Background: an optimization exercise with open tools, aiming at small area. Do not read the settings as production practice.
The RTL was checked by simulation tests, not by an equivalence proof against the original design.
Power figures rest on the tool's default switching activity, not on a simulated workload.

File: design/flow/constraint.sdc
create_clock -name core_clock -period 7.0 [get_ports {clk}]
set_input_delay 1.4000 -clock core_clock [delete_from_list [all_inputs] [get_ports {clk}]]
set_output_delay 1.4000 -clock core_clock [all_outputs]
set_load 0.01 [all_outputs]
File: design/flow/design.v
module pipeline(D, clk, enable, reset, Q);
  parameter F = 18;
  input [F-1:0] D;
  input clk, enable, reset;
  output reg [F-1:0] Q;
  parameter RSTTYPE = "SYNC";
  generate
    if (RSTTYPE == "SYNC") begin
      always @(posedge clk) begin
        if (reset) Q <= 0;
        else if (enable) Q <= D;
      end
    end else begin
      always @(posedge clk or posedge reset) begin
        if (reset) Q <= 0;
        else if (enable) Q <= D;
      end
    end
  endgenerate
endmodule
module DSP_TOP(
  A, B, BCIN, BCOUT, C, D, carryin, M, clk, opmode, P, PCIN, PCOUT,
  carryout, carryoutF, RSTA, RSTB, RSTC, RSTD, RSTM, RSTCARRYIN,
  RSTOPMODE, RSTP, CEA, CEB, CEC, CECARRYIN, CED, CEM, CEP, CEOPMODE
);
  input RSTA, RSTB, RSTC, RSTD, RSTM, RSTCARRYIN, RSTOPMODE, RSTP;
  input CEA, CEB, CEC, CECARRYIN, CED, CEM, CEP, CEOPMODE;
  input [17:0] A, B, D, BCIN;
  input [47:0] C;
  input clk, carryin;
  input [7:0] opmode;
  input [47:0] PCIN;
  output reg [35:0] M;
  output reg [47:0] P, PCOUT;
  output reg carryout, carryoutF;
  output reg [17:0] BCOUT;
  parameter A0REG = 0, A1REG = 1, B0REG = 0, B1REG = 1;
  parameter CREG = 1, DREG = 1, MREG = 1, PREG = 1;
  parameter CARRYINREG = 1, CARRYOUTREG = 1, OPMODEREG = 1;
  parameter CARRYINSEL = "OPMODE[5]";
  parameter B_INPUT = "DIRECT";
  parameter RSTTYPE = "SYNC";
  reg [17:0] A_out, A_out2, D_out, B_out, B_out2, B_out3, B2;
  reg [47:0] out_mux_x, out_mux_z;
  reg CIN, COUT;
  reg [47:0] post_adder_out;
  reg [7:0] opmode_out;
  reg Carry_Cascade_out;
  reg [47:0] C_out;
  reg [35:0] M_out, M_out_mult;
  wire [17:0] A1_out, A1_out2, D1_out, B1_out, B1_out3;
  wire CIN1, carryout1;
  wire [35:0] M1_out;
  wire [47:0] P1, C1_out;
  wire [7:0] opmode1;
  pipeline #(8) m0 (.reset(RSTOPMODE), .clk(clk), .enable(CEOPMODE), .Q(opmode1), .D(opmode));
  pipeline m1 (.reset(RSTA), .clk(clk), .enable(CEA), .Q(A1_out), .D(A));
  pipeline m2 (.reset(RSTA), .clk(clk), .enable(CEA), .Q(A1_out2), .D(A_out));
  pipeline m3 (.reset(RSTD), .clk(clk), .enable(CED), .Q(D1_out), .D(D));
  pipeline m4 (.reset(RSTB), .clk(clk), .enable(CEB), .Q(B1_out), .D(B2));
  pipeline m5 (.reset(RSTB), .clk(clk), .enable(CEB), .Q(B1_out3), .D(B_out2));
  pipeline #(36) m6 (.reset(RSTM), .clk(clk), .enable(CEM), .Q(M1_out), .D(M_out_mult));
  pipeline #(48) m7 (.reset(RSTC), .clk(clk), .enable(CEC), .Q(C1_out), .D(C));
  pipeline #(1) m8 (.reset(RSTCARRYIN), .clk(clk), .enable(CECARRYIN), .Q(CIN1), .D(Carry_Cascade_out));
  pipeline #(1) m9 (.reset(RSTCARRYIN), .clk(clk), .enable(CECARRYIN), .Q(carryout1), .D(COUT));
  pipeline #(48) m10 (.reset(RSTP), .clk(clk), .enable(CEP), .Q(P1), .D(post_adder_out));
  always @(*) begin
    opmode_out = OPMODEREG ? opmode1 : opmode;
    A_out  = A0REG ? A1_out : A;
    A_out2 = A1REG ? A1_out2 : A_out;
    D_out  = DREG ? D1_out : D;
    case (B_INPUT)
      "DIRECT":  B2 = B;
      "CASCADE": B2 = BCIN;
      default:   B2 = 0;
    endcase
    B_out = B0REG ? B1_out : B2;
    if (opmode_out[4] == 1) begin
      case (opmode_out[6])
        1'b0: B_out2 = D_out + B_out;
        1'b1: B_out2 = D_out - B_out;
      endcase
    end else begin
      B_out2 = B_out;
    end
    B_out3 = B1REG ? B1_out3 : B_out2;
    BCOUT = B_out3;
    M_out_mult = B_out3 * A_out2;
    M_out = MREG ? M1_out : M_out_mult;
    M = ~(~M_out);
    case (opmode_out[1:0])
      2'b00: out_mux_x = 0;
      2'b01: out_mux_x = { {12{M_out[35]}}, M_out };
      2'b10: out_mux_x = P1;
      2'b11: out_mux_x = {D_out[11:0], A, B};
    endcase
    C_out = CREG ? C1_out : C;
    case (opmode_out[3:2])
      2'b00: out_mux_z = 0;
      2'b01: out_mux_z = PCIN;
      2'b10: out_mux_z = P1;
      2'b11: out_mux_z = C_out;
    endcase
    Carry_Cascade_out = (CARRYINSEL == "OPMODE[5]") ? opmode_out[5] : (CARRYINSEL == "CARRYIN") ? carryin : 0;
    CIN = CARRYINREG ? CIN1 : Carry_Cascade_out;
    if (opmode_out[7])
      {COUT, post_adder_out} = out_mux_z - (out_mux_x + CIN);
    else
      {COUT, post_adder_out} = out_mux_z + out_mux_x + CIN;
    carryout = CARRYOUTREG ? carryout1 : COUT;
    carryoutF = carryout;
    P = PREG ? P1 : post_adder_out;
    PCOUT = P;
  end
endmodule
File: design/flow/config.mk
export PLATFORM = sky130hd
export DESIGN_NAME = DSP_TOP
export DESIGN_NICKNAME = DSP_TOP
export VERILOG_FILES = /design/flow/design.v
export SDC_FILE = /design/flow/constraint.sdc
export NUM_CORES = 4
export LEC_CHECK = 0
export CAP_MARGIN = 20
export CORE_MARGIN = 2
export CORE_UTILIZATION = 40
export SLEW_MARGIN = 20
File: design/flow/run.sh
#!/bin/bash
# synth_recipe.tcl (not shown) runs the flow's synth.tcl, then flattens the netlist and writes it again
# the make line also repeats each setting of config.mk as NAME=value (left out here)
make -C /OpenROAD-flow-scripts/flow DESIGN_CONFIG=/design/flow/config.mk WORK_HOME=/design/flow/orfs CLKGATE_MAP_FILE= SYNTH_SCRIPT=/design/flow/synth_recipe.tcl finish
==> summary.txt <==
- Hold_ws: roughly 0.48 ns
- H-tree depth: 4
- Max cap viols: 0
- Dpl cell area: roughly 0.031 sq mm
- Combinational family with the most area after synthesis: adder cells
- Top-area cell type share of the netlist area: 0.191
- Port bufs: roughly 330
- Max Transition Viols Final: 0
- Arr. time, crit path: approximately 7.0 ns
- Pleak: between 15 and 20 nW
- Global-route met3 utilization: 0.0476
- Busiest grt layer: met2
- Initial antenna violation count: 8
- Syn-to-layout area delta: 16.0%
- Vias per inst: between 5 and 6
- Worst path max stage delay: ~0.63 ns
- Post-Syn Instances: roughly 3300
- Global route overflow: 0
- HPWL Detailed: about 77000 um
- EDFF count, synth: 0
- Die width: 266 um
- M2 GR Usage: 0.427
- Routed WL: 95000 um
- Maximum clock frequency: around 150 MHz
- # setup viols final: 0
- Async SR Flop Fraction: 0
- Power per cell area: between 150 and 200 mW/mm^2
- Gp weighted congestion: just under 1
- Post-synthesis mux area share: 0.0812
- Area share of and/or/nand/nor cells after synthesis: 0.151
- Yosys reg bits: ~200
- Final nets: about 4200
- CTS tree: done
- Worst Tran Pin Value: roughly 1.1 ns
- Fin crit period: around 6.7 ns
- Fin. Hold Viols: 0
- Outcome: complete, no violations
- Reg clk slew, reported paths: around 0.08 ns
- Crit path cell chain: buf_4 > and2_1 > fa_1 > inv_1 > fa_1 > fa_1 > inv_1 > fa_1 > fa_1 > inv_1 > fa_1 > inv_1 > ha_1 > a21o_1 > a21o_1 > a211oi_1 > o21bai_1 > a21oi_1 > o31ai_1 > a21oi_1 > o21ai_0 > a21oi_1 > o21ai_0 > a221o_1
- Global-route wire length before repair: 144000 um
- Number of instances in the placed design: between 4000 and 5000
- Critical path fanouts, max: 9
- Number of vias in the routed layout: around 24000
- Clk_skew: around 0.023 ns
- # fillers: 6890
- Count leader, synth: inv_1
- Synth Area in Compound Gates: 0.163
- DRC violations left: 0
- Die Span Y: 266 um
- Root buf cell: clkbuf_16
- Period utilisation layout: 0.950
- Post-layout util: 0.466
- Clock Path Buffers: 2
- # Post-CTS Setup Buffers: 0
- Vias in the first global route: 23624
- CTS buffer count: 17
- Initial core utilization: 0.402
- Seq/Total Area, Yosys: 0.143
- TNS Setup: 0 ns
- Slew HR: 0.243
- CTS sink cnt: ~200
- Worst min path class: flip-flop to flip-flop
- GR met1 Demand/Resource: 0.363
- CP dominant cell by count: fa_1
- Adder and majority cell fraction of the synthesized area: 0.312
- Synth area leaders: fa_1 19%, dfxtp_1 14%, ha_1 12%, inv_1 6.1%, mux2i_1 4.7%
- Hold_buf cts: 0
- Worst-Skew Late Latency: a little over 0.5 ns
- Per-cell routed wire length: 21.7 um
- Ratio of cells with drive above 1 in the final layout: 0.0712
- Distinct cells, synth: 96
- CP Capture Type: flip-flop
- Final Cell Area: around 0.032 sq mm
- DRT antenna net count: 0
- Syn_nets: about 4000
- Final std cells w/o fill: between 4000 and 5000
- Die Area: a little over 0.07 sq mm
- Crit path required time: between 7 and 8 ns
- Mapped Area: approximately 0.027 sq mm
- Synth Area in XOR/XNOR: 0.0450
- Mean post-synth cell area: 8.29 sq um
- GRT Resource Usage Total: 0.268
- Unrepaired setup endpoints after global routing: false
- Ports: roughly 350
- Synth top cells by count: 447 x inv_1, 314 x nand2_1, 267 x ha_1
- Core ar.: roughly 0.068 sq mm
- Site Rows: 96
- Startpoint types: flip-flop
- WS Path Type: flip-flop to flip-flop
- 1st-pass router iterations: 5
- YS warnings: 6
- Top delay family on crit path: adder cells
- DR iter-0 viols: ~1600
- Worst-path cell with the longest stage delay: dfxtp_1
- CP bufs+invs: 5
- Largest net degree at the start of global routing: between 50 and 60
- Main synth FF type: dfxtp_1
- Yosys top cell by area: fa_1
- Peak supply drop: around 160 uV
per-layer routing:
metal / up-vias / part of all wire
met3: 136 / 0.068
met2: 782 / 0.45
li1: 11279 / -
met1: 11753 / 0.44
met5: - / 0.00032
met4: 4 / 0.037
worst reg2reg max path: stages, from the launching register on:
cell and delay, ns:
dfxtp_1 0.63, buf_4 0.28, and2_1 0.17, fa_1 0.41, inv_1 0.08, fa_1 0.44, fa_1 0.53, inv_1 0.06
fa_1 0.44, fa_1 0.51, inv_1 0.05, fa_1 0.47, inv_1 0.04, ha_1 0.22, a21o_1 0.19, a21o_1 0.17
a211oi_1 0.24, o21bai_1 0.14, a21oi_1 0.17, o31ai_1 0.09, a21oi_1 0.27, o21ai_0 0.16, a21oi_1 0.32, o21ai_0 0.13
a221o_1 0.31
stage by stage:
step                total power [W]  setup slack, ns
floorplan                   0.00309            0.598
CTS                         0.00510            0.264
global placement            0.00399            0.330
finish                      0.00509            0.350
detailed placement          0.00400            0.309
global route                0.00544          0.00103
cells by family after synthesis:
family	Yosys count
mux	212
fa+ha+maj	528
compound gates	639
flops	196
simple gates	902
buf+inv	689
xor+xnor	141
state kept, by name (all words and copies together) (netlist names):
| name | count |
|---|---|
| m7.Q | 48 |
| m6.Q | 36 |
| m2.Q | 18 |
| m10.Q | 48 |
| m8.Q | 1 |
| m0.Q | 8 |
| m9.Q | 1 |
| m3.Q | 18 |
| m5.Q | 18 |
path summary, 6_finish.rpt:
| path | startpoint | to | slack, ns | cells after the start |
|---|---|---|---|---|
| setup reg to reg | m5.Q[10] | m6.Q[34] | 0.35 | 24 |
| hold reg to reg | m5.Q[5] | m5.Q[5] | 0.48 | 2 |
| setup / recovery | m5.Q[10] | m6.Q[34] | 0.35 | 24 |
| hold / removal | m5.Q[5] | m5.Q[5] | 0.48 | 2 |
placed cells by master (no fill, tap or decap), types with 9 or more instances in the layout:
cell and count:
inv_1 447, o211ai_1 11, or3_1 9, a31oi_1 17, a22oi_1 23, mux2i_1 128
a21o_1 54, nor3_1 45, and3_1 10, clkdlybuf4s50_1 320, a211oi_1 39, dfxtp_2 13
buf_4 75, fa_1 261, nor2_1 266, xnor2_1 111, nand3_1 32, nand4_1 18
o21a_1 18, mux2_2 84, nor2b_1 20, and2_1 137, xor2_1 30, clkbuf_16 17
nand2b_1 17, a22o_1 87, o21bai_1 22, a21oi_1 177, o31ai_1 10, dfxtp_1 183
ha_1 267, nand2_1 314, o21ai_0 78
layout make-up:
class | count | area [sq um] | area share
clock inverter | 14 | 186 | 0.00586
multi-input combinational | 2422 | 20700 | 0.649
timing repair buffer | 401 | 3810 | 0.120
clock buffer | 18 | 429 | 0.0135
sequential | 196 | 3940 | 0.124
inverter | 447 | 1680 | 0.0527
antenna | 1 | 2.50 | 0.0000787
tap | 882 | 1100 | 0.0347
power by group:
part	switching, W	leakage, nW	total [W]	internal (W)
logic	0.00144	13.1	0.00259	0.00114
registers	0.000204	1.62	0.00142	0.00121
clock network	0.000573	0.299	0.00109	0.000517
what timing repair did:
action | in CTS | in global routing
hold endpoints to repair | 0 | 0
resized for setup | 0 | 7
setup endpoints to repair | 0 | 3

==> static timing again, ports no longer ideal <==
The results above use ideal ports. As a check the final layout listed here was re-extracted and re-timed, cells and wires unchanged. Step 1 (the two cells are an assumption about what drives the block):
set clk [get_ports {clk}]
set_driving_cell -lib_cell sky130_fd_sc_hd__clkbuf_16 $clk
set_driving_cell -lib_cell sky130_fd_sc_hd__buf_2 [delete_from_list [all_inputs] $clk]
Step 2, shift: input delay + t, output delay - t, t = (earliest + latest rising clock arrival at the registers) / 2. This alone moves slack from input paths to output paths. a / b / c = ideal / step 1 / step 2; a / b = the first two.
t (ns): 0.552
setup WS [ns]: 0.350 / 0.350 / 0.350
worst register clock-pin slew, ns: 0.09 / 0.09
worst slew at a driven data input, ns: 0.09
After both steps setup and hold are still met in this run. The setup slack of this run moves by 0.000 ns with the drivers and by 0.000 ns with both steps.
